Context: an optimization exercise on an open-source flow, tuned for a short achievable clock period. The choices shown serve that exercise and are no tape-out recipe.
No run shown here included a check of the RTL's function; only the layout flow was run.
Power is estimated from default activity; no workload was simulated.

==> flow/design.v <==
module pe (
    input clk,
    input rst,
    input [7:0] a,
    input [7:0] b,
    output reg [15:0] result
);
    reg [48:0] s1;
    reg [28:0] s2;
    wire pp0_0 = a[0] & b[0];
    wire pp0_1 = a[0] & b[1];
    wire pp0_2 = a[0] & b[2];
    wire pp0_3 = a[0] & b[3];
    wire pp0_4 = a[0] & b[4];
    wire pp0_5 = a[0] & b[5];
    wire pp0_6 = a[0] & b[6];
    wire pp0_7 = a[0] & b[7];
    wire pp1_0 = a[1] & b[0];
    wire pp1_1 = a[1] & b[1];
    wire pp1_2 = a[1] & b[2];
    wire pp1_3 = a[1] & b[3];
    wire pp1_4 = a[1] & b[4];
    wire pp1_5 = a[1] & b[5];
    wire pp1_6 = a[1] & b[6];
    wire pp1_7 = a[1] & b[7];
    wire pp2_0 = a[2] & b[0];
    wire pp2_1 = a[2] & b[1];
    wire pp2_2 = a[2] & b[2];
    wire pp2_3 = a[2] & b[3];
    wire pp2_4 = a[2] & b[4];
    wire pp2_5 = a[2] & b[5];
    wire pp2_6 = a[2] & b[6];
    wire pp2_7 = a[2] & b[7];
    wire pp3_0 = a[3] & b[0];
    wire pp3_1 = a[3] & b[1];
    wire pp3_2 = a[3] & b[2];
    wire pp3_3 = a[3] & b[3];
    wire pp3_4 = a[3] & b[4];
    wire pp3_5 = a[3] & b[5];
    wire pp3_6 = a[3] & b[6];
    wire pp3_7 = a[3] & b[7];
    wire pp4_0 = a[4] & b[0];
    wire pp4_1 = a[4] & b[1];
    wire pp4_2 = a[4] & b[2];
    wire pp4_3 = a[4] & b[3];
    wire pp4_4 = a[4] & b[4];
    wire pp4_5 = a[4] & b[5];
    wire pp4_6 = a[4] & b[6];
    wire pp4_7 = a[4] & b[7];
    wire pp5_0 = a[5] & b[0];
    wire pp5_1 = a[5] & b[1];
    wire pp5_2 = a[5] & b[2];
    wire pp5_3 = a[5] & b[3];
    wire pp5_4 = a[5] & b[4];
    wire pp5_5 = a[5] & b[5];
    wire pp5_6 = a[5] & b[6];
    wire pp5_7 = a[5] & b[7];
    wire pp6_0 = a[6] & b[0];
    wire pp6_1 = a[6] & b[1];
    wire pp6_2 = a[6] & b[2];
    wire pp6_3 = a[6] & b[3];
    wire pp6_4 = a[6] & b[4];
    wire pp6_5 = a[6] & b[5];
    wire pp6_6 = a[6] & b[6];
    wire pp6_7 = a[6] & b[7];
    wire pp7_0 = a[7] & b[0];
    wire pp7_1 = a[7] & b[1];
    wire pp7_2 = a[7] & b[2];
    wire pp7_3 = a[7] & b[3];
    wire pp7_4 = a[7] & b[4];
    wire pp7_5 = a[7] & b[5];
    wire pp7_6 = a[7] & b[6];
    wire pp7_7 = a[7] & b[7];
    wire xs1;
    wire xc2;
    assign xs1 = pp0_6 ^ pp1_5;
    assign xc2 = pp0_6 & pp1_5;
    wire xs3;
    wire xc4;
    assign xs3 = pp0_7 ^ pp1_6 ^ pp2_5;
    assign xc4 = (pp0_7 & pp1_6) | (pp2_5 & (pp0_7 ^ pp1_6));
    wire xs5;
    wire xc6;
    assign xs5 = pp3_4 ^ pp4_3;
    assign xc6 = pp3_4 & pp4_3;
    wire xs7;
    wire xc8;
    assign xs7 = pp1_7 ^ pp2_6 ^ pp3_5;
    assign xc8 = (pp1_7 & pp2_6) | (pp3_5 & (pp1_7 ^ pp2_6));
    wire xs9;
    wire xc10;
    assign xs9 = pp4_4 ^ pp5_3;
    assign xc10 = pp4_4 & pp5_3;
    wire xs11;
    wire xc12;
    assign xs11 = pp2_7 ^ pp3_6 ^ pp4_5;
    assign xc12 = (pp2_7 & pp3_6) | (pp4_5 & (pp2_7 ^ pp3_6));
    wire xs13;
    wire xc14;
    assign xs13 = pp0_4 ^ pp1_3;
    assign xc14 = pp0_4 & pp1_3;
    wire xs15;
    wire xc16;
    assign xs15 = pp0_5 ^ pp1_4 ^ pp2_3;
    assign xc16 = (pp0_5 & pp1_4) | (pp2_3 & (pp0_5 ^ pp1_4));
    wire xs17;
    wire xc18;
    assign xs17 = pp3_2 ^ pp4_1;
    assign xc18 = pp3_2 & pp4_1;
    wire xs19;
    wire xc20;
    assign xs19 = pp2_4 ^ pp3_3 ^ pp4_2;
    assign xc20 = (pp2_4 & pp3_3) | (pp4_2 & (pp2_4 ^ pp3_3));
    wire xs21;
    wire xc22;
    assign xs21 = pp5_1 ^ pp6_0 ^ xs1;
    assign xc22 = (pp5_1 & pp6_0) | (xs1 & (pp5_1 ^ pp6_0));
    wire xs23;
    wire xc24;
    assign xs23 = pp5_2 ^ pp6_1 ^ pp7_0;
    assign xc24 = (pp5_2 & pp6_1) | (pp7_0 & (pp5_2 ^ pp6_1));
    wire xs25;
    wire xc26;
    assign xs25 = xs3 ^ xs5 ^ xc2;
    assign xc26 = (xs3 & xs5) | (xc2 & (xs3 ^ xs5));
    wire xs27;
    wire xc28;
    assign xs27 = pp6_2 ^ pp7_1 ^ xs7;
    assign xc28 = (pp6_2 & pp7_1) | (xs7 & (pp6_2 ^ pp7_1));
    wire xs29;
    wire xc30;
    assign xs29 = xs9 ^ xc4 ^ xc6;
    assign xc30 = (xs9 & xc4) | (xc6 & (xs9 ^ xc4));
    wire xs31;
    wire xc32;
    assign xs31 = pp5_4 ^ pp6_3 ^ pp7_2;
    assign xc32 = (pp5_4 & pp6_3) | (pp7_2 & (pp5_4 ^ pp6_3));
    wire xs33;
    wire xc34;
    assign xs33 = xs11 ^ xc8 ^ xc10;
    assign xc34 = (xs11 & xc8) | (xc10 & (xs11 ^ xc8));
    wire xs35;
    wire xc36;
    assign xs35 = pp3_7 ^ pp4_6 ^ pp5_5;
    assign xc36 = (pp3_7 & pp4_6) | (pp5_5 & (pp3_7 ^ pp4_6));
    wire xs37;
    wire xc38;
    assign xs37 = pp6_4 ^ pp7_3 ^ xc12;
    assign xc38 = (pp6_4 & pp7_3) | (xc12 & (pp6_4 ^ pp7_3));
    wire xs39;
    wire xc40;
    assign xs39 = pp4_7 ^ pp5_6 ^ pp6_5;
    assign xc40 = (pp4_7 & pp5_6) | (pp6_5 & (pp4_7 ^ pp5_6));
    wire xs41;
    wire xc42;
    assign xs41 = s1[6] ^ s1[7];
    assign xc42 = s1[6] & s1[7];
    wire xs43;
    wire xc44;
    assign xs43 = s1[10] ^ s1[11] ^ s1[12];
    assign xc44 = (s1[10] & s1[11]) | (s1[12] & (s1[10] ^ s1[11]));
    wire xs45;
    wire xc46;
    assign xs45 = s1[14] ^ s1[15] ^ s1[16];
    assign xc46 = (s1[14] & s1[15]) | (s1[16] & (s1[14] ^ s1[15]));
    wire xs47;
    wire xc48;
    assign xs47 = s1[18] ^ s1[19] ^ s1[20];
    assign xc48 = (s1[18] & s1[19]) | (s1[20] & (s1[18] ^ s1[19]));
    wire xs49;
    wire xc50;
    assign xs49 = s1[22] ^ s1[23] ^ s1[24];
    assign xc50 = (s1[22] & s1[23]) | (s1[24] & (s1[22] ^ s1[23]));
    wire xs51;
    wire xc52;
    assign xs51 = s1[26] ^ s1[27] ^ s1[28];
    assign xc52 = (s1[26] & s1[27]) | (s1[28] & (s1[26] ^ s1[27]));
    wire xs53;
    wire xc54;
    assign xs53 = s1[30] ^ s1[31] ^ s1[32];
    assign xc54 = (s1[30] & s1[31]) | (s1[32] & (s1[30] ^ s1[31]));
    wire xs55;
    wire xc56;
    assign xs55 = s1[34] ^ s1[35] ^ s1[36];
    assign xc56 = (s1[34] & s1[35]) | (s1[36] & (s1[34] ^ s1[35]));
    wire xs57;
    wire xc58;
    assign xs57 = s1[38] ^ s1[39] ^ s1[40];
    assign xc58 = (s1[38] & s1[39]) | (s1[40] & (s1[38] ^ s1[39]));
    wire xs59;
    wire xc60;
    assign xs59 = s1[42] ^ s1[43] ^ s1[44];
    assign xc60 = (s1[42] & s1[43]) | (s1[44] & (s1[42] ^ s1[43]));
    wire xs61;
    wire xc62;
    assign xs61 = s1[3] ^ s1[4];
    assign xc62 = s1[3] & s1[4];
    wire xs63;
    wire xc64;
    assign xs63 = s1[8] ^ s1[9] ^ xs41;
    assign xc64 = (s1[8] & s1[9]) | (xs41 & (s1[8] ^ s1[9]));
    wire xs65;
    wire xc66;
    assign xs65 = s1[13] ^ xs43 ^ xc42;
    assign xc66 = (s1[13] & xs43) | (xc42 & (s1[13] ^ xs43));
    wire xs67;
    wire xc68;
    assign xs67 = s1[17] ^ xs45 ^ xc44;
    assign xc68 = (s1[17] & xs45) | (xc44 & (s1[17] ^ xs45));
    wire xs69;
    wire xc70;
    assign xs69 = s1[21] ^ xs47 ^ xc46;
    assign xc70 = (s1[21] & xs47) | (xc46 & (s1[21] ^ xs47));
    wire xs71;
    wire xc72;
    assign xs71 = s1[25] ^ xs49 ^ xc48;
    assign xc72 = (s1[25] & xs49) | (xc48 & (s1[25] ^ xs49));
    wire xs73;
    wire xc74;
    assign xs73 = s1[29] ^ xs51 ^ xc50;
    assign xc74 = (s1[29] & xs51) | (xc50 & (s1[29] ^ xs51));
    wire xs75;
    wire xc76;
    assign xs75 = s1[33] ^ xs53 ^ xc52;
    assign xc76 = (s1[33] & xs53) | (xc52 & (s1[33] ^ xs53));
    wire xs77;
    wire xc78;
    assign xs77 = s1[37] ^ xs55 ^ xc54;
    assign xc78 = (s1[37] & xs55) | (xc54 & (s1[37] ^ xs55));
    wire xs79;
    wire xc80;
    assign xs79 = s1[41] ^ xs57 ^ xc56;
    assign xc80 = (s1[41] & xs57) | (xc56 & (s1[41] ^ xs57));
    wire xs81;
    wire xc82;
    assign xs81 = s1[45] ^ xs59 ^ xc58;
    assign xc82 = (s1[45] & xs59) | (xc58 & (s1[45] ^ xs59));
    wire xs83;
    wire xc84;
    assign xs83 = s1[46] ^ s1[47] ^ xc60;
    assign xc84 = (s1[46] & s1[47]) | (xc60 & (s1[46] ^ s1[47]));
    wire xs85;
    wire xc86;
    assign xs85 = result[1] ^ s2[1];
    assign xc86 = result[1] & s2[1];
    wire xs87;
    wire xc88;
    assign xs87 = result[2] ^ s2[3] ^ s2[4];
    assign xc88 = (result[2] & s2[3]) | (s2[4] & (result[2] ^ s2[3]));
    wire xs89;
    wire xc90;
    assign xs89 = result[3] ^ s2[5] ^ s2[6];
    assign xc90 = (result[3] & s2[5]) | (s2[6] & (result[3] ^ s2[5]));
    wire xs91;
    wire xc92;
    assign xs91 = result[4] ^ s2[7] ^ s2[8];
    assign xc92 = (result[4] & s2[7]) | (s2[8] & (result[4] ^ s2[7]));
    wire xs93;
    wire xc94;
    assign xs93 = result[5] ^ s2[9] ^ s2[10];
    assign xc94 = (result[5] & s2[9]) | (s2[10] & (result[5] ^ s2[9]));
    wire xs95;
    wire xc96;
    assign xs95 = result[6] ^ s2[11] ^ s2[12];
    assign xc96 = (result[6] & s2[11]) | (s2[12] & (result[6] ^ s2[11]));
    wire xs97;
    wire xc98;
    assign xs97 = result[7] ^ s2[13] ^ s2[14];
    assign xc98 = (result[7] & s2[13]) | (s2[14] & (result[7] ^ s2[13]));
    wire xs99;
    wire xc100;
    assign xs99 = result[8] ^ s2[15] ^ s2[16];
    assign xc100 = (result[8] & s2[15]) | (s2[16] & (result[8] ^ s2[15]));
    wire xs101;
    wire xc102;
    assign xs101 = result[9] ^ s2[17] ^ s2[18];
    assign xc102 = (result[9] & s2[17]) | (s2[18] & (result[9] ^ s2[17]));
    wire xs103;
    wire xc104;
    assign xs103 = result[10] ^ s2[19] ^ s2[20];
    assign xc104 = (result[10] & s2[19]) | (s2[20] & (result[10] ^ s2[19]));
    wire xs105;
    wire xc106;
    assign xs105 = result[11] ^ s2[21] ^ s2[22];
    assign xc106 = (result[11] & s2[21]) | (s2[22] & (result[11] ^ s2[21]));
    wire xs107;
    wire xc108;
    assign xs107 = result[12] ^ s2[23] ^ s2[24];
    assign xc108 = (result[12] & s2[23]) | (s2[24] & (result[12] ^ s2[23]));
    wire xs109;
    wire xc110;
    assign xs109 = result[13] ^ s2[25] ^ s2[26];
    assign xc110 = (result[13] & s2[25]) | (s2[26] & (result[13] ^ s2[25]));
    wire xs111;
    wire xc112;
    assign xs111 = result[14] ^ s2[27] ^ s2[28];
    assign xc112 = (result[14] & s2[27]) | (s2[28] & (result[14] ^ s2[27]));
    wire [48:0] s1_d;
    assign s1_d[0] = pp0_0;
    assign s1_d[1] = pp0_1;
    assign s1_d[2] = pp1_0;
    assign s1_d[3] = pp0_2;
    assign s1_d[4] = pp1_1;
    assign s1_d[5] = pp2_0;
    assign s1_d[6] = pp0_3;
    assign s1_d[7] = pp1_2;
    assign s1_d[8] = pp2_1;
    assign s1_d[9] = pp3_0;
    assign s1_d[10] = pp2_2;
    assign s1_d[11] = pp3_1;
    assign s1_d[12] = pp4_0;
    assign s1_d[13] = xs13;
    assign s1_d[14] = pp5_0;
    assign s1_d[15] = xs15;
    assign s1_d[16] = xs17;
    assign s1_d[17] = xc14;
    assign s1_d[18] = xs19;
    assign s1_d[19] = xs21;
    assign s1_d[20] = xc16;
    assign s1_d[21] = xc18;
    assign s1_d[22] = xs23;
    assign s1_d[23] = xs25;
    assign s1_d[24] = xc20;
    assign s1_d[25] = xc22;
    assign s1_d[26] = xs27;
    assign s1_d[27] = xs29;
    assign s1_d[28] = xc24;
    assign s1_d[29] = xc26;
    assign s1_d[30] = xs31;
    assign s1_d[31] = xs33;
    assign s1_d[32] = xc28;
    assign s1_d[33] = xc30;
    assign s1_d[34] = xs35;
    assign s1_d[35] = xs37;
    assign s1_d[36] = xc32;
    assign s1_d[37] = xc34;
    assign s1_d[38] = pp7_4;
    assign s1_d[39] = xs39;
    assign s1_d[40] = xc36;
    assign s1_d[41] = xc38;
    assign s1_d[42] = pp5_7;
    assign s1_d[43] = pp6_6;
    assign s1_d[44] = pp7_5;
    assign s1_d[45] = xc40;
    assign s1_d[46] = pp6_7;
    assign s1_d[47] = pp7_6;
    assign s1_d[48] = pp7_7;
    wire [28:0] s2_d;
    assign s2_d[0] = s1[0];
    assign s2_d[1] = s1[1];
    assign s2_d[2] = s1[2];
    assign s2_d[3] = s1[5];
    assign s2_d[4] = xs61;
    assign s2_d[5] = xs63;
    assign s2_d[6] = xc62;
    assign s2_d[7] = xs65;
    assign s2_d[8] = xc64;
    assign s2_d[9] = xs67;
    assign s2_d[10] = xc66;
    assign s2_d[11] = xs69;
    assign s2_d[12] = xc68;
    assign s2_d[13] = xs71;
    assign s2_d[14] = xc70;
    assign s2_d[15] = xs73;
    assign s2_d[16] = xc72;
    assign s2_d[17] = xs75;
    assign s2_d[18] = xc74;
    assign s2_d[19] = xs77;
    assign s2_d[20] = xc76;
    assign s2_d[21] = xs79;
    assign s2_d[22] = xc78;
    assign s2_d[23] = xs81;
    assign s2_d[24] = xc80;
    assign s2_d[25] = xs83;
    assign s2_d[26] = xc82;
    assign s2_d[27] = s1[48];
    assign s2_d[28] = xc84;
    wire [15:0] acc_x = {result[15], xs111, xs109, xs107, xs105, xs103, xs101, xs99, xs97, xs95, xs93, xs91, xs89, xs87, s2[2], result[0]};
    wire [15:0] acc_y = {xc112, xc110, xc108, xc106, xc104, xc102, xc100, xc98, xc96, xc94, xc92, xc90, xc88, xc86, xs85, s2[0]};
    always @(posedge clk or posedge rst) begin
        if (rst) begin
            s1 <= 0;
            s2 <= 0;
            result <= 0;
        end else begin
            s1 <= s1_d;
            s2 <= s2_d;
            result <= acc_x + acc_y;
        end
    end
endmodule
module systolic_array
#(
    parameter DATA_BIT = 8
)
(
    input [DATA_BIT-1:0] input_west0,
    input [DATA_BIT-1:0] input_west4,
    input [DATA_BIT-1:0] input_west8,
    input [DATA_BIT-1:0] input_west12,
    input [DATA_BIT-1:0] input_north0,
    input [DATA_BIT-1:0] input_north1,
    input [DATA_BIT-1:0] input_north2,
    input [DATA_BIT-1:0] input_north3,
    input clk,
    input rst,
    output reg done,
    output [2*DATA_BIT-1:0] result0, result1, result2, result3,
                            result4, result5, result6, result7,
                            result8, result9, result10, result11,
                            result12, result13, result14, result15
);
    reg [3:0] count;
    reg [7:0] wd0_0, wd0_1, wd0_2, wd1_0, wd1_1, wd1_2, wd2_0, wd2_1, wd2_2, wd3_0, wd3_1, wd3_2;
    reg [7:0] nd0_0, nd0_1, nd0_2, nd1_0, nd1_1, nd1_2, nd2_0, nd2_1, nd2_2, nd3_0, nd3_1, nd3_2;
    always @(posedge clk or posedge rst) begin
        if (rst) begin
            wd0_0 <= 0; wd0_1 <= 0; wd0_2 <= 0;
            wd1_0 <= 0; wd1_1 <= 0; wd1_2 <= 0;
            wd2_0 <= 0; wd2_1 <= 0; wd2_2 <= 0;
            wd3_0 <= 0; wd3_1 <= 0; wd3_2 <= 0;
            nd0_0 <= 0; nd0_1 <= 0; nd0_2 <= 0;
            nd1_0 <= 0; nd1_1 <= 0; nd1_2 <= 0;
            nd2_0 <= 0; nd2_1 <= 0; nd2_2 <= 0;
            nd3_0 <= 0; nd3_1 <= 0; nd3_2 <= 0;
        end else begin
            wd0_0 <= input_west0;  wd0_1 <= wd0_0; wd0_2 <= wd0_1;
            wd1_0 <= input_west4;  wd1_1 <= wd1_0; wd1_2 <= wd1_1;
            wd2_0 <= input_west8;  wd2_1 <= wd2_0; wd2_2 <= wd2_1;
            wd3_0 <= input_west12; wd3_1 <= wd3_0; wd3_2 <= wd3_1;
            nd0_0 <= input_north0; nd0_1 <= nd0_0; nd0_2 <= nd0_1;
            nd1_0 <= input_north1; nd1_1 <= nd1_0; nd1_2 <= nd1_1;
            nd2_0 <= input_north2; nd2_1 <= nd2_0; nd2_2 <= nd2_1;
            nd3_0 <= input_north3; nd3_1 <= nd3_0; nd3_2 <= nd3_1;
        end
    end
    pe P0 (.clk(clk), .rst(rst), .a(input_north0), .b(input_west0), .result(result0));
    pe P1 (.clk(clk), .rst(rst), .a(input_north1), .b(wd0_0), .result(result1));
    pe P2 (.clk(clk), .rst(rst), .a(input_north2), .b(wd0_1), .result(result2));
    pe P3 (.clk(clk), .rst(rst), .a(input_north3), .b(wd0_2), .result(result3));
    pe P4 (.clk(clk), .rst(rst), .a(nd0_0), .b(input_west4), .result(result4));
    pe P5 (.clk(clk), .rst(rst), .a(nd1_0), .b(wd1_0), .result(result5));
    pe P6 (.clk(clk), .rst(rst), .a(nd2_0), .b(wd1_1), .result(result6));
    pe P7 (.clk(clk), .rst(rst), .a(nd3_0), .b(wd1_2), .result(result7));
    pe P8 (.clk(clk), .rst(rst), .a(nd0_1), .b(input_west8), .result(result8));
    pe P9 (.clk(clk), .rst(rst), .a(nd1_1), .b(wd2_0), .result(result9));
    pe P10 (.clk(clk), .rst(rst), .a(nd2_1), .b(wd2_1), .result(result10));
    pe P11 (.clk(clk), .rst(rst), .a(nd3_1), .b(wd2_2), .result(result11));
    pe P12 (.clk(clk), .rst(rst), .a(nd0_2), .b(input_west12), .result(result12));
    pe P13 (.clk(clk), .rst(rst), .a(nd1_2), .b(wd3_0), .result(result13));
    pe P14 (.clk(clk), .rst(rst), .a(nd2_2), .b(wd3_1), .result(result14));
    pe P15 (.clk(clk), .rst(rst), .a(nd3_2), .b(wd3_2), .result(result15));
    always @(posedge clk or posedge rst) begin
        if (rst) begin
            done <= 0;
            count <= 0;
        end else begin
            if (count == 9) begin
                done <= 1;
                count <= 0;
            end else begin
                done <= 0;
                count <= count + 1;
            end
        end
    end
endmodule
==> flow/run.sh <==
#!/bin/bash
# synth_recipe.tcl (not shown) runs the flow's synth.tcl, then flattens the netlist and writes it again
# the make line also repeats each setting of config.mk as NAME=value (left out here)
make -C /OpenROAD-flow-scripts/flow DESIGN_CONFIG=/design/flow/config.mk WORK_HOME=/design/flow/orfs CLKGATE_MAP_FILE= SYNTH_SCRIPT=/design/flow/synth_recipe.tcl finish
==> flow/config.mk <==
export PLATFORM = sky130hd
export DESIGN_NAME = systolic_array
export DESIGN_NICKNAME = systolic_array
export VERILOG_FILES = /design/flow/design.v
export SDC_FILE = /design/flow/constraint.sdc
export NUM_CORES = 4
export LEC_CHECK = 0
export CAP_MARGIN = 20
export CORE_MARGIN = 2
export CORE_UTILIZATION = 40
export SETUP_SLACK_MARGIN = 3.2
export SLEW_MARGIN = 20
==> flow/constraint.sdc <==
create_clock -name core_clock -period 5.0 [get_ports {clk}]
set_input_delay 1.0000 -clock core_clock [delete_from_list [all_inputs] [get_ports {clk}]]
set_output_delay 1.0000 -clock core_clock [all_outputs]
set_load 0.01 [all_outputs]
==> reports/qor.yml, run 1 <==
status: "timing/DRC/antenna clean"
worstPathArrival_ns: 3.42
num-nets-final: 8015
synth_edf_count: 0
grt_max_degree: 107
fin_ws_ns: 2.32
synth_top_area_share_pct: 53.6
path_clk_slew_ns: 0.06
dp_hpwl_mm: 126
r2r_setup_slack_ns: 2.32
fp.coreArea_um2: 197000
viasPerCell: 4.76
min_to: "P8.s2[1]"
rsz0062_at_grt: "yes"
crit_start: "P4.result[8]"
setup.worst_path.start_class: "register"
yosys-top-cells-area: "dfrtp_1 54%, fa_1 20%, and2_1 6.6%"
cts_num_sinks: 1701
p_per_area_nw_per_um2: 743
routed_wl_mm: 183
drt_iter0_drc: 2206
fin_skew_ns: 0.0262
avgSynthCellArea_um2: 13.8
reg2reg_to: "P4.result[14]"
die_y_um: 449
hold_class: "reg2reg"
syn-num-nets: 6984
r2r_start: "P4.result[8]"
top_usage_layer: "met2"
min_delay_path_depth: 0
pin_count: 323
rows: 163
setup_violations: 0
cts_hold_buf: 0
synth_seq_cells: 1701
grt_use_met3_pct: 3.16
globalplace.congestion: 0.834
grt_pass1_wl_mm: 290
wl_per_cell_um: 19.1
use_met1_pct: 23.6
dieWidth_um: 449
clkLatencyLatePin_ns: 0.82
die_area_um2: 202000
yosysUniqueCellTypes: 69
seqCellArea_um2: 42800
initial_core_util_pct: 40.2
synth_top_cell_by_area: "dfrtp_1"
async_flop_share_pct: 100
ys_seq_area_share_pct: 53.6
timing.final.max_slew_violations: 0
yosysMostFrequentCell: "dfrtp_1"
max_freq_ghz: 0.373
drive_gt1_share_pct: 28.6
fin_area_um2: 102000
firstDrtPassIters: 5
cts-htree-levels: 4
synthFlopType: "dfrtp_1"
tritoncts: "built"
worstHoldStart: "P8.s1[1]"
grt.total_usage_pct: 18.4
holdWs_ns: 0.343
multi_input_area_um2: 38600
cp.required_ns: 5.74
grt_antenna_before_repair: 7
port_buffers: 322
netlist_area_um2: 79400
worstSetupPathType: "reg2reg"
numCtsBuffers: 183
fin_crit_sh_pct: 53.6
ant_nets: 0
ctsRootBufferMaster: "clkbuf_16"
fillers: 16500
rr_worst_depth: 8
fin_setup_tns_ns: 0
finalPower_mw: 75.6
yosys_warnings: 2
relSlewSlack_pct: 54.1
drc: 0
synth_common_cells: "1701 x dfrtp_1, 838 x and2_1, 784 x fa_1"
area_growth_pct: 28.1
grt.overflow.total: 0
place_inst: 8726
place_ws_ns: 1.83
grt_util_met2_pct: 31.7
cts_max_path_buffers: 3
vdd_drop_max_mv: 0.515
place_area_um2: 86200
worstSetupEndpointType: "register"
leakage_nw: 48.0
layout.cells.non_filler: 9592
cap_violations: 0
syn_inst: 5766
worst_pin_slew_ns: 0.688
fin_crit_ns: 2.68
crit_fanout: 6
hold_violations: 0
num_vias: 45700
fin_util_pct: 51.6
grt_pass1_vias: 51300
-- cell usage in the layout, fill, tap and decap left out, types with 31 or more instances in the layout --
master     instances
a21o_1           110
a21oi_1           80
a21oi_2           79
and2_1           801
and2_4            36
buf_2             94
buf_4            389
buf_6            324
clkbuf_16        187
clkbuf_8          31
clkinv_2          31
dfrtp_1         1533
dfrtp_2          163
fa_1             754
ha_1             199
ha_4             143
inv_1            636
nand2_1          222
nor2_1            96
o21ai_0           44
o21ai_2           37
xnor2_1          125
xor2_1            60
-- registers in the layout, summed over array words and instances, names as in the netlist, 49 cells and up --
| signal | flops |
|---|---|
| P13.s1 | 49 |
| P8.s1 | 49 |
| P5.s1 | 49 |
| P7.s1 | 49 |
| P15.s1 | 49 |
| P1.s1 | 49 |
| P11.s1 | 49 |
| P6.s1 | 49 |
| P2.s1 | 49 |
| P9.s1 | 49 |
| P12.s1 | 49 |
| P3.s1 | 49 |
| P14.s1 | 49 |
| P4.s1 | 49 |
| P0.s1 | 49 |
| P10.s1 | 49 |
-- how the worst max path moves through the flow --
| stage | endpoint | slack [ns] | cells past startpoint |
|---|---|---|---|
| 2_1_floorplan | P0.result[0] | -19.58 | 1 |
| 3_3_place_gp | P3.s1[26] | 1.85 | 6 |
| 3_5_place_dp | P3.s1[26] | 1.83 | 6 |
| 4_1_cts | P4.result[10] | 2.27 | 12 |
| 5_1_grt | P4.result[10] | 2.24 | 13 |
| 6_report | P4.result[14] | 2.32 | 8 |
-- kinds of logic after synthesis --
logic type	Yosys count	share of synthesized area, %
adder cells (fa/ha/maj)	1152	25.6
buffers and inverters	693	3.43
XOR/XNOR	213	2.35
flip-flops	1701	53.6
multiplexers	2	0.0252
AND/OR/NAND/NOR	1374	9.64
AO/OA/AOI/OAI	631	5.35
-- per-layer routing --
metal  vias up  wire length, µm
met1     24300            76200
li1      20400                -
met2       723            94300
met5         -               13
met3       283             6750
met4         2             5860
-- power breakdown --
part | total (mW) | switching, mW | internal, mW
clock | 14.2 | 5.75 | 8.45
sequential | 19.2 | 2.25 | 17.0
combinational | 42.2 | 20.3 | 21.8
total | 75.6 | 28.3 | 47.2
-- critical path: stages, from the launching register on --
cell and delay, ns:
dfrtp_1 0.41, fa_1 0.55, ha_2 0.31, and4_2 0.26
and2_1 0.19, nor4_2 0.21, a21oi_2 0.12, or4b_1 0.48
nand3_1 0.09
-- cell type report --
class | instances | share of cell area [%]
repair buffers | 890 | 7.99
inverters | 649 | 2.40
well taps | 2640 | 3.25
diodes | 4 | 0.00984
clock inverters | 88 | 1.17
flip-flops and latches | 1701 | 42.1
multi-input cells | 3372 | 38.0
clock buffers | 248 | 5.13
-- timing repair --
action | 4_1_cts | 5_1_grt
hold endpoints to repair | 0 | 0
gates resized for setup | 2183 | 440
setup endpoints to repair | 1522 | 540
buffers inserted | 412 | 114
pin swaps | 502 | 296
==> inputs of run 2 (changes only) <==
--- a/flow/config.mk
+++ b/flow/config.mk
@@ -9,4 +9,3 @@
 export CORE_MARGIN = 2
 export CORE_UTILIZATION = 40
-export SETUP_SLACK_MARGIN = 3.2
 export SLEW_MARGIN = 20
==> reports/qor.yml, run 2 <==
status: "timing/DRC/antenna clean"  # unchanged
die_area_um2: 202000  # unchanged
yosys-top-cells-area: "dfrtp_1 54%, fa_1 20%, and2_1 6.6%"  # unchanged
syn-num-nets: 6984  # unchanged
firstDrtPassIters: 5  # unchanged
fp.coreArea_um2: 197000  # unchanged
fin_crit_sh_pct: 63.0  # was 53.6%
drc: 0  # unchanged
netlist_area_um2: 79400  # unchanged
fin_skew_ns: 0.0265  # was 0.0262 ns
ant_nets: 0  # unchanged
layout.cells.non_filler: 9067  # was 9592
grt.total_usage_pct: 17.3  # was 18.4%
grt_max_degree: 107  # unchanged
relSlewSlack_pct: 43.3  # was 54.1%
place_inst: 8726  # unchanged
grt_pass1_vias: 48000  # was 51300
ys_seq_area_share_pct: 53.6  # unchanged
drive_gt1_share_pct: 6.00  # was 28.6%
worst-path-buf-inv: 1  # was 0
cts_num_sinks: 1701  # unchanged
syn_inst: 5766  # unchanged
grt.overflow.total: 0  # unchanged
viasPerCell: 4.72  # was 4.76
grt_pass1_wl_mm: 273  # was 290 mm
synth_top_cell_by_area: "dfrtp_1"  # unchanged
synthFlopType: "dfrtp_1"  # unchanged
globalplace.congestion: 0.834  # unchanged
die_y_um: 449  # unchanged
routed_wl_mm: 169  # was 183 mm
vdd_drop_max_mv: 0.426  # was 0.515 mV
dieWidth_um: 449  # unchanged
yosys_warnings: 2  # unchanged
numCtsBuffers: 183  # unchanged
rsz0062_at_grt: "no"  # was yes
critPathMaxStageDelay_ns: 0.78  # was 0.55 ns
yosysUniqueCellTypes: 69  # unchanged
cts_hold_buf: 0  # unchanged
synth_top_area_share_pct: 53.6  # unchanged
setup_violations: 0  # unchanged
grt_antenna_before_repair: 10  # was 7
place_area_um2: 86200  # unchanged
fin_ws_ns: 1.85  # was 2.32 ns
cts_setup_buffers: 0  # was 412
max_freq_ghz: 0.317  # was 0.373 GHz
leakage_nw: 44.3  # was 48.0 nW
port_buffers: 322  # unchanged
fin_area_um2: 92600  # was 102000 µm²
num-nets-final: 7489  # was 8015
setup.worst_path.start_class: "register"  # unchanged
avgSynthCellArea_um2: 13.8  # unchanged
hold_violations: 0  # unchanged
ctsRootBufferMaster: "clkbuf_16"  # unchanged
synth_seq_cells: 1701  # unchanged
p_per_area_nw_per_um2: 658  # was 743 nW/µm²
cts-htree-levels: 4  # unchanged
area_growth_pct: 16.6  # was 28.1%
cts_resized: 0  # was 2183
r2r_start: "P3.result[2]"  # was P4.result[8]
timing.final.max_slew_violations: 0  # unchanged
yosysMostFrequentCell: "dfrtp_1"  # unchanged
drt_iter0_drc: 1976  # was 2206
final_common_cell: "dfrtp_1"  # unchanged
synth_edf_count: 0  # unchanged
final_cell_mix: "1701 x dfrtp_1, 838 x and2_1, 784 x fa_1, 648 x inv_1, 368 x ha_1"  # was 1533 x dfrtp_1, 801 x and2_1, 754 x fa_1, 636 x inv_1, 389 x buf_4
worstPathArrival_ns: 2.15  # was 3.42 ns
worst_pin_slew_ns: 0.850  # was 0.688 ns
cap_violations: 0  # unchanged
fin_util_pct: 46.9  # was 51.6%
place_ws_ns: 1.83  # unchanged
holdWs_ns: 0.343  # about the same
crit_path_cell_trace: "clkdlybuf4s50_1"  # was fa_1 -> ha_2 -> and4_2 -> and2_1 -> nor4_2 -> a21oi_2 -> or4b_1 -> nand3_1
fillers: 17400  # was 16500
clkLatencyLatePin_ns: 0.81  # was 0.82 ns
cts_max_path_buffers: 3  # unchanged
crit_family: "buffers and inverters"  # was simple AND/OR/NAND/NOR gates
initial_core_util_pct: 40.2  # unchanged
worstSetupEndpointType: "primary output"  # was register
path_clk_slew_ns: 0.06  # about the same
pin_count: 323  # unchanged
cp.required_ns: 4.00  # was 5.74 ns
rows: 163  # unchanged
worstHoldStart: "P8.s1[1]"  # unchanged
worstSetupPathType: "reg2out"  # was reg2reg
tritoncts: "built"  # unchanged
fin_crit_ns: 3.15  # was 2.68 ns
hold_class: "reg2reg"  # unchanged
min_to: "P8.s2[1]"  # unchanged
fin_setup_tns_ns: 0  # unchanged
wl_per_cell_um: 18.6  # was 19.1 µm
async_flop_share_pct: 100  # unchanged
synth_common_cells: "1701 x dfrtp_1, 838 x and2_1, 784 x fa_1"  # unchanged
crit_fanout: 2  # was 6
min_delay_path_depth: 0  # unchanged
rr_worst_depth: 8  # unchanged
reg2reg_to: "P3.result[11]"  # was P4.result[14]
num_vias: 42800  # was 45700
finalPower_mw: 61.0  # was 75.6 mW
cp_slowest_cell: "clkdlybuf4s50_1"  # was fa_1
r2r_setup_slack_ns: 2.08  # was 2.32 ns
dp_hpwl_mm: 126  # unchanged
-- run 2: cell counts after synthesis --
No cell type changed its count.
-- run 2: where the power goes --
part	internal (mW)	total, mW	switching, mW	leakage, nW
sequential	16.9	19.3	2.43	21.1
combinational	12.9	27.4	14.6	20.0
clock	8.45	14.2	5.74	3.12
total	38.2	61.0	22.8	44.3
-- run 2: worst max-delay path by stage --
| stage | cells past startpoint | to | from |
|---|---|---|---|
| floorplan | 1 | P0.result[0] | rst |
| CTS | 1 | result13[12] | P13.result[12] |
| finish | 1 | result13[12] | P13.result[12] |
| global placement | 6 | P3.s1[26] | input_north3[2] |
| detailed placement | 6 | P3.s1[26] | input_north3[2] |
| global route | 1 | result13[12] | P13.result[12] |
-- run 2: layer usage --
metal	vias up	GRT usage, %	wire length [µm]
li1	19300	-	-
met1	22500	22.8	72800
met2	695	28.9	83600
met3	285	3.09	6440
met4	4	6.15	5970
met5	-	0	34
-- run 2: cell families (layout without fill, tap and decap cells) --
| kind of cell | count (synthesis) | after routing | share of synthesized area, % |
|---|---|---|---|
| AOI/OAI and AO/OA | 631 | 631 | 5.35 |
| DFF | 1701 | 1701 | 53.6 |
| and+or+nand+nor | 1374 | 1374 | 9.64 |
| other | 0 | 5 | 0 |
| adders and majority gates | 1152 | 1152 | 25.6 |
| buffers and inverters | 693 | 1349 | 3.43 |
| xor gates and xnor gates | 213 | 213 | 2.35 |
| muxes | 2 | 2 | 0.0252 |
-- run 2: area by class of cell --
type                            count  area (µm²)  area share, %
Clock buffer                      248        5220           5.64
Tap cell                         2640        3300           3.57
Antenna cell                        5        12.5         0.0135
Clock inverter                     88        1190           1.28
Multi-Input combinational cell   3372       34100           36.8
Sequential cell                  1701       42600           46.0
Timing Repair Buffer              364        3780           4.08
Inverter                          649        2440           2.64
==> inputs of run 3 (changes only) <==
--- a/flow/design.v
+++ b/flow/design.v
@@ -240,60 +240,60 @@
     assign xs83 = s1[46] ^ s1[47] ^ xc60;
     assign xc84 = (s1[46] & s1[47]) | (xc60 & (s1[46] ^ s1[47]));
-    wire xs85;
-    wire xc86;
-    assign xs85 = result[1] ^ s2[1];
-    assign xc86 = result[1] & s2[1];
-    wire xs87;
-    wire xc88;
-    assign xs87 = result[2] ^ s2[3] ^ s2[4];
-    assign xc88 = (result[2] & s2[3]) | (s2[4] & (result[2] ^ s2[3]));
-    wire xs89;
-    wire xc90;
-    assign xs89 = result[3] ^ s2[5] ^ s2[6];
-    assign xc90 = (result[3] & s2[5]) | (s2[6] & (result[3] ^ s2[5]));
-    wire xs91;
-    wire xc92;
-    assign xs91 = result[4] ^ s2[7] ^ s2[8];
-    assign xc92 = (result[4] & s2[7]) | (s2[8] & (result[4] ^ s2[7]));
-    wire xs93;
-    wire xc94;
-    assign xs93 = result[5] ^ s2[9] ^ s2[10];
-    assign xc94 = (result[5] & s2[9]) | (s2[10] & (result[5] ^ s2[9]));
-    wire xs95;
-    wire xc96;
-    assign xs95 = result[6] ^ s2[11] ^ s2[12];
-    assign xc96 = (result[6] & s2[11]) | (s2[12] & (result[6] ^ s2[11]));
-    wire xs97;
-    wire xc98;
-    assign xs97 = result[7] ^ s2[13] ^ s2[14];
-    assign xc98 = (result[7] & s2[13]) | (s2[14] & (result[7] ^ s2[13]));
-    wire xs99;
-    wire xc100;
-    assign xs99 = result[8] ^ s2[15] ^ s2[16];
-    assign xc100 = (result[8] & s2[15]) | (s2[16] & (result[8] ^ s2[15]));
-    wire xs101;
-    wire xc102;
-    assign xs101 = result[9] ^ s2[17] ^ s2[18];
-    assign xc102 = (result[9] & s2[17]) | (s2[18] & (result[9] ^ s2[17]));
-    wire xs103;
-    wire xc104;
-    assign xs103 = result[10] ^ s2[19] ^ s2[20];
-    assign xc104 = (result[10] & s2[19]) | (s2[20] & (result[10] ^ s2[19]));
-    wire xs105;
-    wire xc106;
-    assign xs105 = result[11] ^ s2[21] ^ s2[22];
-    assign xc106 = (result[11] & s2[21]) | (s2[22] & (result[11] ^ s2[21]));
-    wire xs107;
-    wire xc108;
-    assign xs107 = result[12] ^ s2[23] ^ s2[24];
-    assign xc108 = (result[12] & s2[23]) | (s2[24] & (result[12] ^ s2[23]));
-    wire xs109;
-    wire xc110;
-    assign xs109 = result[13] ^ s2[25] ^ s2[26];
-    assign xc110 = (result[13] & s2[25]) | (s2[26] & (result[13] ^ s2[25]));
-    wire xs111;
-    wire xc112;
-    assign xs111 = result[14] ^ s2[27] ^ s2[28];
-    assign xc112 = (result[14] & s2[27]) | (s2[28] & (result[14] ^ s2[27]));
+    wire h85;
+    wire g86;
+    assign h85 = s1[1] ^ s1[2];
+    assign g86 = s1[1] & s1[2];
+    wire h87;
+    wire g88;
+    assign h87 = s1[5] ^ xs61;
+    assign g88 = s1[5] & xs61;
+    wire h89;
+    wire g90;
+    assign h89 = xs63 ^ xc62;
+    assign g90 = xs63 & xc62;
+    wire h91;
+    wire g92;
+    assign h91 = xs65 ^ xc64;
+    assign g92 = xs65 & xc64;
+    wire h93;
+    wire g94;
+    assign h93 = xs67 ^ xc66;
+    assign g94 = xs67 & xc66;
+    wire h95;
+    wire g96;
+    assign h95 = xs69 ^ xc68;
+    assign g96 = xs69 & xc68;
+    wire h97;
+    wire g98;
+    assign h97 = xs71 ^ xc70;
+    assign g98 = xs71 & xc70;
+    wire h99;
+    wire g100;
+    assign h99 = xs73 ^ xc72;
+    assign g100 = xs73 & xc72;
+    wire h101;
+    wire g102;
+    assign h101 = xs75 ^ xc74;
+    assign g102 = xs75 & xc74;
+    wire h103;
+    wire g104;
+    assign h103 = xs77 ^ xc76;
+    assign g104 = xs77 & xc76;
+    wire h105;
+    wire g106;
+    assign h105 = xs79 ^ xc78;
+    assign g106 = xs79 & xc78;
+    wire h107;
+    wire g108;
+    assign h107 = xs81 ^ xc80;
+    assign g108 = xs81 & xc80;
+    wire h109;
+    wire g110;
+    assign h109 = xs83 ^ xc82;
+    assign g110 = xs83 & xc82;
+    wire h111;
+    wire g112;
+    assign h111 = s1[48] ^ xc84;
+    assign g112 = s1[48] & xc84;
     wire [48:0] s1_d;
     assign s1_d[0] = pp0_0;
@@ -348,34 +348,288 @@
     wire [28:0] s2_d;
     assign s2_d[0] = s1[0];
-    assign s2_d[1] = s1[1];
-    assign s2_d[2] = s1[2];
-    assign s2_d[3] = s1[5];
-    assign s2_d[4] = xs61;
-    assign s2_d[5] = xs63;
-    assign s2_d[6] = xc62;
-    assign s2_d[7] = xs65;
-    assign s2_d[8] = xc64;
-    assign s2_d[9] = xs67;
-    assign s2_d[10] = xc66;
-    assign s2_d[11] = xs69;
-    assign s2_d[12] = xc68;
-    assign s2_d[13] = xs71;
-    assign s2_d[14] = xc70;
-    assign s2_d[15] = xs73;
-    assign s2_d[16] = xc72;
-    assign s2_d[17] = xs75;
-    assign s2_d[18] = xc74;
-    assign s2_d[19] = xs77;
-    assign s2_d[20] = xc76;
-    assign s2_d[21] = xs79;
-    assign s2_d[22] = xc78;
-    assign s2_d[23] = xs81;
-    assign s2_d[24] = xc80;
-    assign s2_d[25] = xs83;
-    assign s2_d[26] = xc82;
-    assign s2_d[27] = s1[48];
-    assign s2_d[28] = xc84;
-    wire [15:0] acc_x = {result[15], xs111, xs109, xs107, xs105, xs103, xs101, xs99, xs97, xs95, xs93, xs91, xs89, xs87, s2[2], result[0]};
-    wire [15:0] acc_y = {xc112, xc110, xc108, xc106, xc104, xc102, xc100, xc98, xc96, xc94, xc92, xc90, xc88, xc86, xs85, s2[0]};
+    assign s2_d[1] = h85;
+    assign s2_d[2] = g86;
+    assign s2_d[3] = h87;
+    assign s2_d[4] = g88;
+    assign s2_d[5] = h89;
+    assign s2_d[6] = g90;
+    assign s2_d[7] = h91;
+    assign s2_d[8] = g92;
+    assign s2_d[9] = h93;
+    assign s2_d[10] = g94;
+    assign s2_d[11] = h95;
+    assign s2_d[12] = g96;
+    assign s2_d[13] = h97;
+    assign s2_d[14] = g98;
+    assign s2_d[15] = h99;
+    assign s2_d[16] = g100;
+    assign s2_d[17] = h101;
+    assign s2_d[18] = g102;
+    assign s2_d[19] = h103;
+    assign s2_d[20] = g104;
+    assign s2_d[21] = h105;
+    assign s2_d[22] = g106;
+    assign s2_d[23] = h107;
+    assign s2_d[24] = g108;
+    assign s2_d[25] = h109;
+    assign s2_d[26] = g110;
+    assign s2_d[27] = h111;
+    assign s2_d[28] = g112;
+    wire pg113;
+    wire pp114;
+    wire px115;
+    assign pg113 = (result[0] ^ s2[0]) & 1'b0;
+    assign pp114 = (result[0] ^ s2[0]) | 1'b0;
+    assign px115 = (result[0] ^ s2[0]) ^ 1'b0;
+    wire pg116;
+    wire pp117;
+    wire px118;
+    assign pg116 = (result[1] ^ s2[1]) & (result[0] & s2[0]);
+    assign pp117 = (result[1] ^ s2[1]) | (result[0] & s2[0]);
+    assign px118 = (result[1] ^ s2[1]) ^ (result[0] & s2[0]);
+    wire pg119;
+    wire pp120;
+    wire px121;
+    assign pg119 = (result[2] ^ s2[3]) & ((result[1] & s2[1]) | s2[2]);
+    assign pp120 = (result[2] ^ s2[3]) | ((result[1] & s2[1]) | s2[2]);
+    assign px121 = (result[2] ^ s2[3]) ^ ((result[1] & s2[1]) | s2[2]);
+    wire pg122;
+    wire pp123;
+    wire px124;
+    assign pg122 = (result[3] ^ s2[5]) & ((result[2] & s2[3]) | s2[4]);
+    assign pp123 = (result[3] ^ s2[5]) | ((result[2] & s2[3]) | s2[4]);
+    assign px124 = (result[3] ^ s2[5]) ^ ((result[2] & s2[3]) | s2[4]);
+    wire pg125;
+    wire pp126;
+    wire px127;
+    assign pg125 = (result[4] ^ s2[7]) & ((result[3] & s2[5]) | s2[6]);
+    assign pp126 = (result[4] ^ s2[7]) | ((result[3] & s2[5]) | s2[6]);
+    assign px127 = (result[4] ^ s2[7]) ^ ((result[3] & s2[5]) | s2[6]);
+    wire pg128;
+    wire pp129;
+    wire px130;
+    assign pg128 = (result[5] ^ s2[9]) & ((result[4] & s2[7]) | s2[8]);
+    assign pp129 = (result[5] ^ s2[9]) | ((result[4] & s2[7]) | s2[8]);
+    assign px130 = (result[5] ^ s2[9]) ^ ((result[4] & s2[7]) | s2[8]);
+    wire pg131;
+    wire pp132;
+    wire px133;
+    assign pg131 = (result[6] ^ s2[11]) & ((result[5] & s2[9]) | s2[10]);
+    assign pp132 = (result[6] ^ s2[11]) | ((result[5] & s2[9]) | s2[10]);
+    assign px133 = (result[6] ^ s2[11]) ^ ((result[5] & s2[9]) | s2[10]);
+    wire pg134;
+    wire pp135;
+    wire px136;
+    assign pg134 = (result[7] ^ s2[13]) & ((result[6] & s2[11]) | s2[12]);
+    assign pp135 = (result[7] ^ s2[13]) | ((result[6] & s2[11]) | s2[12]);
+    assign px136 = (result[7] ^ s2[13]) ^ ((result[6] & s2[11]) | s2[12]);
+    wire pg137;
+    wire pp138;
+    wire px139;
+    assign pg137 = (result[8] ^ s2[15]) & ((result[7] & s2[13]) | s2[14]);
+    assign pp138 = (result[8] ^ s2[15]) | ((result[7] & s2[13]) | s2[14]);
+    assign px139 = (result[8] ^ s2[15]) ^ ((result[7] & s2[13]) | s2[14]);
+    wire pg140;
+    wire pp141;
+    wire px142;
+    assign pg140 = (result[9] ^ s2[17]) & ((result[8] & s2[15]) | s2[16]);
+    assign pp141 = (result[9] ^ s2[17]) | ((result[8] & s2[15]) | s2[16]);
+    assign px142 = (result[9] ^ s2[17]) ^ ((result[8] & s2[15]) | s2[16]);
+    wire pg143;
+    wire pp144;
+    wire px145;
+    assign pg143 = (result[10] ^ s2[19]) & ((result[9] & s2[17]) | s2[18]);
+    assign pp144 = (result[10] ^ s2[19]) | ((result[9] & s2[17]) | s2[18]);
+    assign px145 = (result[10] ^ s2[19]) ^ ((result[9] & s2[17]) | s2[18]);
+    wire pg146;
+    wire pp147;
+    wire px148;
+    assign pg146 = (result[11] ^ s2[21]) & ((result[10] & s2[19]) | s2[20]);
+    assign pp147 = (result[11] ^ s2[21]) | ((result[10] & s2[19]) | s2[20]);
+    assign px148 = (result[11] ^ s2[21]) ^ ((result[10] & s2[19]) | s2[20]);
+    wire pg149;
+    wire pp150;
+    wire px151;
+    assign pg149 = (result[12] ^ s2[23]) & ((result[11] & s2[21]) | s2[22]);
+    assign pp150 = (result[12] ^ s2[23]) | ((result[11] & s2[21]) | s2[22]);
+    assign px151 = (result[12] ^ s2[23]) ^ ((result[11] & s2[21]) | s2[22]);
+    wire pg152;
+    wire pp153;
+    wire px154;
+    assign pg152 = (result[13] ^ s2[25]) & ((result[12] & s2[23]) | s2[24]);
+    assign pp153 = (result[13] ^ s2[25]) | ((result[12] & s2[23]) | s2[24]);
+    assign px154 = (result[13] ^ s2[25]) ^ ((result[12] & s2[23]) | s2[24]);
+    wire pg155;
+    wire pp156;
+    wire px157;
+    assign pg155 = (result[14] ^ s2[27]) & ((result[13] & s2[25]) | s2[26]);
+    assign pp156 = (result[14] ^ s2[27]) | ((result[13] & s2[25]) | s2[26]);
+    assign px157 = (result[14] ^ s2[27]) ^ ((result[13] & s2[25]) | s2[26]);
+    wire pg158;
+    wire pp159;
+    wire px160;
+    assign pg158 = result[15] & ((result[14] & s2[27]) | s2[28]);
+    assign pp159 = result[15] | ((result[14] & s2[27]) | s2[28]);
+    assign px160 = result[15] ^ ((result[14] & s2[27]) | s2[28]);
+    wire pG161;
+    wire pP162;
+    assign pG161 = pg116 | (pp117 & pg113);
+    assign pP162 = pp117 & pp114;
+    wire pG163;
+    wire pP164;
+    assign pG163 = pg122 | (pp123 & pg119);
+    assign pP164 = pp123 & pp120;
+    wire pG165;
+    wire pP166;
+    assign pG165 = pg128 | (pp129 & pg125);
+    assign pP166 = pp129 & pp126;
+    wire pG167;
+    wire pP168;
+    assign pG167 = pg134 | (pp135 & pg131);
+    assign pP168 = pp135 & pp132;
+    wire pG169;
+    wire pP170;
+    assign pG169 = pg140 | (pp141 & pg137);
+    assign pP170 = pp141 & pp138;
+    wire pG171;
+    wire pP172;
+    assign pG171 = pg146 | (pp147 & pg143);
+    assign pP172 = pp147 & pp144;
+    wire pG173;
+    wire pP174;
+    assign pG173 = pg152 | (pp153 & pg149);
+    assign pP174 = pp153 & pp150;
+    wire pG175;
+    wire pP176;
+    assign pG175 = pg158 | (pp159 & pg155);
+    assign pP176 = pp159 & pp156;
+    wire pG177;
+    wire pP178;
+    assign pG177 = pg119 | (pp120 & pG161);
+    assign pP178 = pp120 & pP162;
+    wire pG179;
+    wire pP180;
+    assign pG179 = pG163 | (pP164 & pG161);
+    assign pP180 = pP164 & pP162;
+    wire pG181;
+    wire pP182;
+    assign pG181 = pg131 | (pp132 & pG165);
+    assign pP182 = pp132 & pP166;
+    wire pG183;
+    wire pP184;
+    assign pG183 = pG167 | (pP168 & pG165);
+    assign pP184 = pP168 & pP166;
+    wire pG185;
+    wire pP186;
+    assign pG185 = pg143 | (pp144 & pG169);
+    assign pP186 = pp144 & pP170;
+    wire pG187;
+    wire pP188;
+    assign pG187 = pG171 | (pP172 & pG169);
+    assign pP188 = pP172 & pP170;
+    wire pG189;
+    wire pP190;
+    assign pG189 = pg155 | (pp156 & pG173);
+    assign pP190 = pp156 & pP174;
+    wire pG191;
+    wire pP192;
+    assign pG191 = pG175 | (pP176 & pG173);
+    assign pP192 = pP176 & pP174;
+    wire pG193;
+    wire pP194;
+    assign pG193 = pg125 | (pp126 & pG179);
+    assign pP194 = pp126 & pP180;
+    wire pG195;
+    wire pP196;
+    assign pG195 = pG165 | (pP166 & pG179);
+    assign pP196 = pP166 & pP180;
+    wire pG197;
+    wire pP198;
+    assign pG197 = pG181 | (pP182 & pG179);
+    assign pP198 = pP182 & pP180;
+    wire pG199;
+    wire pP200;
+    assign pG199 = pG183 | (pP184 & pG179);
+    assign pP200 = pP184 & pP180;
+    wire pG201;
+    wire pP202;
+    assign pG201 = pg149 | (pp150 & pG187);
+    assign pP202 = pp150 & pP188;
+    wire pG203;
+    wire pP204;
+    assign pG203 = pG173 | (pP174 & pG187);
+    assign pP204 = pP174 & pP188;
+    wire pG205;
+    wire pP206;
+    assign pG205 = pG189 | (pP190 & pG187);
+    assign pP206 = pP190 & pP188;
+    wire pG207;
+    wire pP208;
+    assign pG207 = pG191 | (pP192 & pG187);
+    assign pP208 = pP192 & pP188;
+    wire pG209;
+    wire pP210;
+    assign pG209 = pg137 | (pp138 & pG199);
+    assign pP210 = pp138 & pP200;
+    wire pG211;
+    wire pP212;
+    assign pG211 = pG169 | (pP170 & pG199);
+    assign pP212 = pP170 & pP200;
+    wire pG213;
+    wire pP214;
+    assign pG213 = pG185 | (pP186 & pG199);
+    assign pP214 = pP186 & pP200;
+    wire pG215;
+    wire pP216;
+    assign pG215 = pG187 | (pP188 & pG199);
+    assign pP216 = pP188 & pP200;
+    wire pG217;
+    wire pP218;
+    assign pG217 = pG201 | (pP202 & pG199);
+    assign pP218 = pP202 & pP200;
+    wire pG219;
+    wire pP220;
+    assign pG219 = pG203 | (pP204 & pG199);
+    assign pP220 = pP204 & pP200;
+    wire pG221;
+    wire pP222;
+    assign pG221 = pG205 | (pP206 & pG199);
+    assign pP222 = pP206 & pP200;
+    wire pG223;
+    wire pP224;
+    assign pG223 = pG207 | (pP208 & pG199);
+    assign pP224 = pP208 & pP200;
+    wire ps225;
+    assign ps225 = px118 ^ pg113;
+    wire ps226;
+    assign ps226 = px121 ^ pG161;
+    wire ps227;
+    assign ps227 = px124 ^ pG177;
+    wire ps228;
+    assign ps228 = px127 ^ pG179;
+    wire ps229;
+    assign ps229 = px130 ^ pG193;
+    wire ps230;
+    assign ps230 = px133 ^ pG195;
+    wire ps231;
+    assign ps231 = px136 ^ pG197;
+    wire ps232;
+    assign ps232 = px139 ^ pG199;
+    wire ps233;
+    assign ps233 = px142 ^ pG209;
+    wire ps234;
+    assign ps234 = px145 ^ pG211;
+    wire ps235;
+    assign ps235 = px148 ^ pG213;
+    wire ps236;
+    assign ps236 = px151 ^ pG215;
+    wire ps237;
+    assign ps237 = px154 ^ pG217;
+    wire ps238;
+    assign ps238 = px157 ^ pG219;
+    wire ps239;
+    assign ps239 = px160 ^ pG221;
+    wire [15:0] acc_x = {ps239, ps238, ps237, ps236, ps235, ps234, ps233, ps232, ps231, ps230, ps229, ps228, ps227, ps226, ps225, px115};
+    wire [15:0] acc_y = {1'b0, 1'b0, 1'b0, 1'b0, 1'b0, 1'b0, 1'b0, 1'b0, 1'b0, 1'b0, 1'b0, 1'b0, 1'b0, 1'b0, 1'b0, 1'b0};
     always @(posedge clk or posedge rst) begin
         if (rst) begin
@@ -386,5 +640,5 @@
             s1 <= s1_d;
             s2 <= s2_d;
-            result <= acc_x + acc_y;
+            result <= acc_x;
         end
     end
--- a/flow/config.mk
+++ b/flow/config.mk
@@ -9,3 +9,4 @@
 export CORE_MARGIN = 2
 export CORE_UTILIZATION = 40
+export SETUP_SLACK_MARGIN = 3.2
 export SLEW_MARGIN = 20
==> reports/qor.yml, run 3 <==
p_seq_share_pct: 28.2  # was 31.7%
worstHoldStart: "P14.s1[0]"  # was P8.s1[1]
top_usage_layer: "met2"  # unchanged
yosysMostFrequentCell: "dfrtp_1"  # unchanged
setup.worst_path.start_class: "register"  # unchanged
fin_skew_ns: 0.0354  # was 0.0265 ns
vdd_drop_max_mv: 0.497  # was 0.426 mV
final_cell_mix: "1552 x dfrtp_1, 883 x inv_1, 798 x and2_1, 704 x ha_1, 569 x fa_1"  # was 1701 x dfrtp_1, 838 x and2_1, 784 x fa_1, 648 x inv_1, 368 x ha_1
crit_family: "flip-flops"  # was buffers and inverters
cap_violations: 0  # unchanged
setup_violations: 0  # unchanged
fillers: 17300  # was 17400
grt_use_met3_pct: 3.10  # was 3.09%
r2r_start: "P1.result[5]"  # was P3.result[2]
pwr-share-clk_pct: 21.4  # was 23.3%
num-nets-final: 9093  # was 7489
wl_per_cell_um: 17.7  # was 18.6 µm
worst_pin_slew_ns: 0.606  # was 0.850 ns
cp_slowest_cell: "dfrtp_1"  # was clkdlybuf4s50_1
fp.coreArea_um2: 207000  # was 197000 µm²
initial_core_util_pct: 40.3  # was 40.2%
leakage_nw: 52.5  # was 44.3 nW
fin_setup_tns_ns: 0  # unchanged
min_to: "P14.s2[0]"  # was P8.s2[1]
critPathMaxStageDelay_ns: 0.40  # was 0.78 ns
rr_worst_depth: 9  # was 8
routed_wl_mm: 183  # was 169 mm
crit_fanout: 2  # unchanged
ys_seq_area_share_pct: 50.9  # was 53.6%
synth_top_cell_by_area: "dfrtp_1"  # unchanged
drt_iter0_drc: 1820  # was 1976
hold_class: "reg2reg"  # unchanged
rsz0062_at_grt: "yes"  # was no
synth_top_area_share_pct: 50.9  # was 53.6%
pin_count: 323  # unchanged
grt_antenna_before_repair: 10  # unchanged
relSlewSlack_pct: 59.6  # was 43.3%
yosys_warnings: 2  # unchanged
grt_pass1_vias: 53200  # was 48000
seqCellArea_um2: 42800  # was 42600 µm²
numCtsBuffers: 190  # was 183
worstSetupEndpointType: "primary output"  # unchanged
avgSynthCellArea_um2: 13.2  # was 13.8 µm²
port_buffers: 322  # unchanged
p_per_area_nw_per_um2: 630  # was 658 nW/µm²
path_common_cell: "buf_6"
timing.final.max_slew_violations: 0  # unchanged
cts-htree-levels: 4  # unchanged
area_growth_pct: 28.3  # was 16.6%
async_flop_share_pct: 100  # unchanged
tritoncts: "built"  # unchanged
switching_share_pct: 36.3  # was 37.4%
max_freq_ghz: 0.404  # was 0.317 GHz
hold_violations: 0  # unchanged
globalplace.congestion: 0.803  # was 0.834
path_clk_slew_ns: 0.06  # about the same
grt_util_met2_pct: 30.2  # was 28.9%
synth_edf_count: 0  # unchanged
grt.total_usage_pct: 17.6  # was 17.3%
viasPerCell: 4.56  # was 4.72
status: "timing/DRC/antenna clean"  # unchanged
p_switching_mw: 24.6  # was 22.8 mW
netlist_area_um2: 83700  # was 79400 µm²
crit_path_cell_trace: "buf_6 -> buf_6"  # was clkdlybuf4s50_1
yosysUniqueCellTypes: 44  # was 69
ctsRootBufferMaster: "clkbuf_16"  # unchanged
worst-path-buf-inv: 2  # was 1
yosys-top-cells-area: "dfrtp_1 51%, ha_1 15%, fa_1 15%"  # was dfrtp_1 54%, fa_1 20%, and2_1 6.6%
cts_num_sinks: 1701  # unchanged
drive_gt1_share_pct: 31.3  # was 6.00%
fin_crit_ns: 2.48  # was 3.15 ns
layout.cells.non_filler: 10400  # was 9067
grt_max_degree: 169  # was 107
die_y_um: 461  # was 449 µm
dieWidth_um: 461  # was 449 µm
use_met1_pct: 23.0  # was 22.8%
multi_input_area_um2: 42900  # was 34100 µm²
cts_max_path_buffers: 3  # unchanged
worstSetupPathType: "reg2out"  # unchanged
reg2reg_to: "P1.result[9]"  # was P3.result[11]
synth_common_cells: "1701 x dfrtp_1, 1008 x ha_1, 982 x inv_1"  # was 1701 x dfrtp_1, 838 x and2_1, 784 x fa_1
drc: 0  # unchanged
firstDrtPassIters: 7  # was 5
p_int_mw: 43.0  # was 38.2 mW
r2r_setup_slack_ns: 2.52  # was 2.08 ns
num_vias: 47200  # was 42800
p_comb_share_pct: 50.4  # was 45.0%
worstPathArrival_ns: 1.48  # was 2.15 ns
syn-num-nets: 8010  # was 6984
clkLatencyLatePin_ns: 0.84  # was 0.81 ns
finalPower_mw: 67.6  # was 61.0 mW
place_inst: 9473  # was 8726
rows: 167  # was 163
grt_pass1_wl_mm: 294  # was 273 mm
cp.required_ns: 4.00  # about the same
min_delay_path_depth: 0  # unchanged
final_common_cell: "dfrtp_1"  # unchanged
fin_crit_sh_pct: 49.6  # was 63.0%
synthFlopType: "dfrtp_1"  # unchanged
syn_inst: 6328  # was 5766
dp_hpwl_mm: 126  # about the same
synth_seq_cells: 1701  # unchanged
die_area_um2: 213000  # was 202000 µm²
ant_nets: 0  # unchanged
grt.overflow.total: 0  # unchanged
==> run 3: how the worst max path moves through the flow <==
stage | startpoint | endpoint | slack (ns) | cells past startpoint
final | P0.result[3] | result0[3] | 2.52 | 2
after global routing | P0.result[3] | result0[3] | 2.44 | 2
after CTS | P10.result[12] | result10[12] | 2.45 | 1
after detailed placement | input_north1[0] | P1.s1[23] | 1.80 | 5
after global placement | input_north1[0] | P1.s1[23] | 1.85 | 5
after floorplan | rst | P0.result[0] | -19.58 | 1
==> run 3: timing repair <==
action,4_1_cts,5_1_grt
cloned,2,3
hold buffers,0,0
setup buffers,402,127
gates resized for setup,2418,465
pin swaps,685,464
setup endpoints to repair,1016,1183
==> run 3: logic make-up after synthesis <==
kind of cell / count (synthesis) / share of synthesized area (%)
and+or+nand+nor: 1609 / 10.9
AOI/OAI and AO/OA: 240 / 2.35
buffers and inverters: 982 / 4.40
DFF: 1701 / 50.9
xor gates and xnor gates: 179 / 1.87
muxes: 1 / 0.0120
adders and majority gates: 1616 / 29.6
==> run 3: metrics by stage <==
step | setup WS (ns) | utilization [%] | cell area [µm²] | hold slack (ns)
floorplan | -19.58 | - | 83700 | 0.331
global placement | 1.85 | 43.8 | 90900 | 0.333
detailed placement | 1.80 | 43.8 | 90900 | 0.336
CTS | 2.45 | 50.3 | 104000 | 0.349
global route | 2.44 | 51.7 | 107000 | 0.320
finish | 2.52 | 51.7 | 107000 | 0.347
==> run 3: area by class of cell <==
cell class	count	area share (%)
sequential	1701	39.8
tap	2788	3.25
antenna	5	0.0117
clock inverter	79	0.988
clock buffer	267	5.13
inverter	982	3.47
multi-input combinational	3645	40.0
timing repair buffer	891	7.37
==> run 3: power by group through the flow <==
stage / clock network [mW] / logic (mW) / registers (mW)
detailed placement: 0 / 24.3 / 19.2
global route: 15.5 / 38.1 / 19.4
floorplan: 0 / 16.9 / 19.0
finish: 14.5 / 34.1 / 19.1
CTS: 14.9 / 30.9 / 19.0
global placement: 0 / 23.5 / 19.2
==> run 3: metal layers <==
metal / up-vias / routed length, µm
li1: 21800 / -
met1: 24600 / 80000
met2: 615 / 92200
met3: 270 / 6500
met4: 8 / 4200
met5: - / 50
==> inputs of run 4 (changes only) <==
--- a/flow/config.mk
+++ b/flow/config.mk
@@ -9,4 +9,6 @@
 export CORE_MARGIN = 2
 export CORE_UTILIZATION = 40
+export CTS_CLUSTER_DIAMETER = 80
+export CTS_CLUSTER_SIZE = 30
 export SETUP_SLACK_MARGIN = 3.2
 export SLEW_MARGIN = 20
==> reports/qor.yml, run 4 <==
status: "timing/DRC/antenna clean"  # unchanged
cts_max_path_buffers: 3  # unchanged
fin_crit_sh_pct: 49.3  # was 49.6%
fin_skew_ns: 0.0396  # was 0.0354 ns
synthFlopType: "dfrtp_1"  # unchanged
drive_gt1_share_pct: 31.1  # was 31.3%
clkLatencyLatePin_ns: 0.80  # was 0.84 ns
synth_seq_cells: 1701  # unchanged
relSlewSlack_pct: 58.9  # was 59.6%
hold_violations: 0  # unchanged
ant_nets: 0  # unchanged
fin_setup_tns_ns: 0  # unchanged
worstHoldStart: "P15.s1[0]"  # was P14.s1[0]
crit_fanout: 2  # unchanged
firstDrtPassIters: 5  # was 7
timing.final.max_slew_violations: 0  # unchanged
die_y_um: 461  # unchanged
grt.overflow.total: 0  # unchanged
rsz0062_at_grt: "yes"  # unchanged
final_cell_mix: "1549 x dfrtp_1, 862 x inv_1, 801 x and2_1, 690 x ha_1, 564 x fa_1"  # was 1552 x dfrtp_1, 883 x inv_1, 798 x and2_1, 704 x ha_1, 569 x fa_1
multi_input_area_um2: 43200  # was 42900 µm²
worstSetupEndpointType: "primary output"  # unchanged
yosys-top-cells-area: "dfrtp_1 51%, ha_1 15%, fa_1 15%"  # unchanged
yosysUniqueCellTypes: 44  # unchanged
seqCellArea_um2: 42800  # about the same
die_area_um2: 213000  # unchanged
grt_pass1_vias: 52700  # was 53200
syn_inst: 6328  # unchanged
drc: 0  # unchanged
wl_per_cell_um: 17.7  # about the same
synth_edf_count: 0  # unchanged
ctsRootBufferMaster: "clkbuf_16"  # unchanged
globalplace.congestion: 0.803  # unchanged
pin_count: 323  # unchanged
cp.required_ns: 4.00  # about the same
yosysMostFrequentCell: "dfrtp_1"  # unchanged
async_flop_share_pct: 100  # unchanged
avgSynthCellArea_um2: 13.2  # unchanged
leakage_nw: 51.4  # was 52.5 nW
setup.worst_path.start_class: "register"  # unchanged
p_per_area_nw_per_um2: 608  # was 630 nW/µm²
num_vias: 46700  # was 47200
place_ws_ns: 1.80  # unchanged
vdd_drop_max_mv: 0.479  # was 0.497 mV
worstPathArrival_ns: 1.47  # was 1.48 ns
netlist_area_um2: 83700  # unchanged
ys_seq_area_share_pct: 50.9  # unchanged
hold_class: "reg2reg"  # unchanged
synth_top_cell_by_area: "dfrtp_1"  # unchanged
holdWs_ns: 0.350  # was 0.347 ns
area_growth_pct: 26.0  # was 28.3%
port_buffers: 322  # unchanged
cts-htree-levels: 3  # was 4
r2r_start: "P9.result[4]"  # was P1.result[5]
yosys_warnings: 2  # unchanged
setup_violations: 0  # unchanged
path_clk_slew_ns: 0.09  # was 0.06 ns
grt_max_degree: 169  # unchanged
numCtsBuffers: 109  # was 190
viasPerCell: 4.56  # about the same
final_common_cell: "dfrtp_1"  # unchanged
cts_num_sinks: 1701  # unchanged
rows: 167  # unchanged
routed_wl_mm: 181  # was 183 mm
grt.total_usage_pct: 17.4  # was 17.6%
fin_ws_ns: 2.53  # was 2.52 ns
num-nets-final: 9029  # was 9093
fillers: 17500  # was 17300
worstSetupPathType: "reg2out"  # unchanged
cts_hold_buf: 0  # unchanged
min_delay_path_depth: 0  # unchanged
cap_violations: 0  # unchanged
rr_worst_depth: 11  # was 9
fp.coreArea_um2: 207000  # unchanged
grt_pass1_wl_mm: 291  # was 294 mm
dieWidth_um: 461  # unchanged
drt_iter0_drc: 1821  # was 1820
synth_common_cells: "1701 x dfrtp_1, 1008 x ha_1, 982 x inv_1"  # unchanged
initial_core_util_pct: 40.3  # unchanged
crit_start: "P9.result[4]"  # was P0.result[3]
max_freq_ghz: 0.406  # was 0.404 GHz
grt_antenna_before_repair: 11  # was 10
tritoncts: "built"  # unchanged
dp_hpwl_mm: 126  # unchanged
synth_top_area_share_pct: 50.9  # unchanged
worst_pin_slew_ns: 0.616  # was 0.606 ns
fin_crit_ns: 2.47  # was 2.48 ns
syn-num-nets: 8010  # unchanged
[run 4: cell counts after synthesis]
Identical to the previous run, type by type.
[run 4: cells by family after synthesis]
| family | share of synthesized area (%) |
|---|---|
| DFF | 50.9 |
| xor gates and xnor gates | 1.87 |
| buffers and inverters | 4.40 |
| muxes | 0.0120 |
| and+or+nand+nor | 10.9 |
| AOI/OAI and AO/OA | 2.35 |
| adders and majority gates | 29.6 |
[run 4: cell type report]
| class | instances | area share [%] |
|---|---|---|
| tap | 2788 | 3.31 |
| clock buffer | 118 | 2.72 |
| inverter | 982 | 3.53 |
| multi-input combinational | 3645 | 41.0 |
| antenna | 6 | 0.0142 |
| sequential | 1701 | 40.5 |
| clock inverter | 87 | 1.23 |
| timing repair buffer | 908 | 7.68 |
[run 4: worst paths after layout]
path	to	slack, ns
setup / recovery	result9[4]	2.53
hold / removal	P15.s2[0]	0.35
setup reg to reg	P9.result[12]	2.55
hold reg to reg	P15.s2[0]	0.35
max in group asynchronous	P0.result[7]	3.36
min in group asynchronous	P14.s1[38]	0.80
[run 4: power by group]
part           internal, mW  switching, mW  leakage (nW)
clock network          4.86           5.76          2.01
logic                  17.7           16.8          28.3
registers              17.0           2.08          21.1
[run 4: stage by stage]
stage	total power, mW	instances	instance area (µm²)	utilization, %
finish	64.1	10200	105000	50.8
global route	69.5	10200	105000	50.8
CTS	61.4	10100	103000	49.5
detailed placement	43.5	9473	90900	43.8
global placement	42.6	9473	90900	43.8
floorplan	35.8	6328	83700	-
[run 4: per-layer routing]
layer	global-route usage, %	share of wire (%)	vias up	wire, µm
li1	-	-	21600	-
met1	22.9	44	24400	79200
met2	30.2	50	508	91200
met3	2.70	3.6	228	6540
met4	4.15	2.1	8	3790
met5	0	0.030	-	54
[run 4: worst max-delay path, cell delays in order (launching register included)]
cell and delay [ns]:
dfrtp_2 0.44, buf_12 0.13, buf_6 0.11
[run 4: what timing repair did]
item / 4_1_cts / 5_1_grt
gates resized for setup: 2517 / 497
buffers inserted: 416 / 130
endpoints found under the setup margin: 1153 / 1142
pin swaps: 741 / 454
gates cloned: 3 / 2
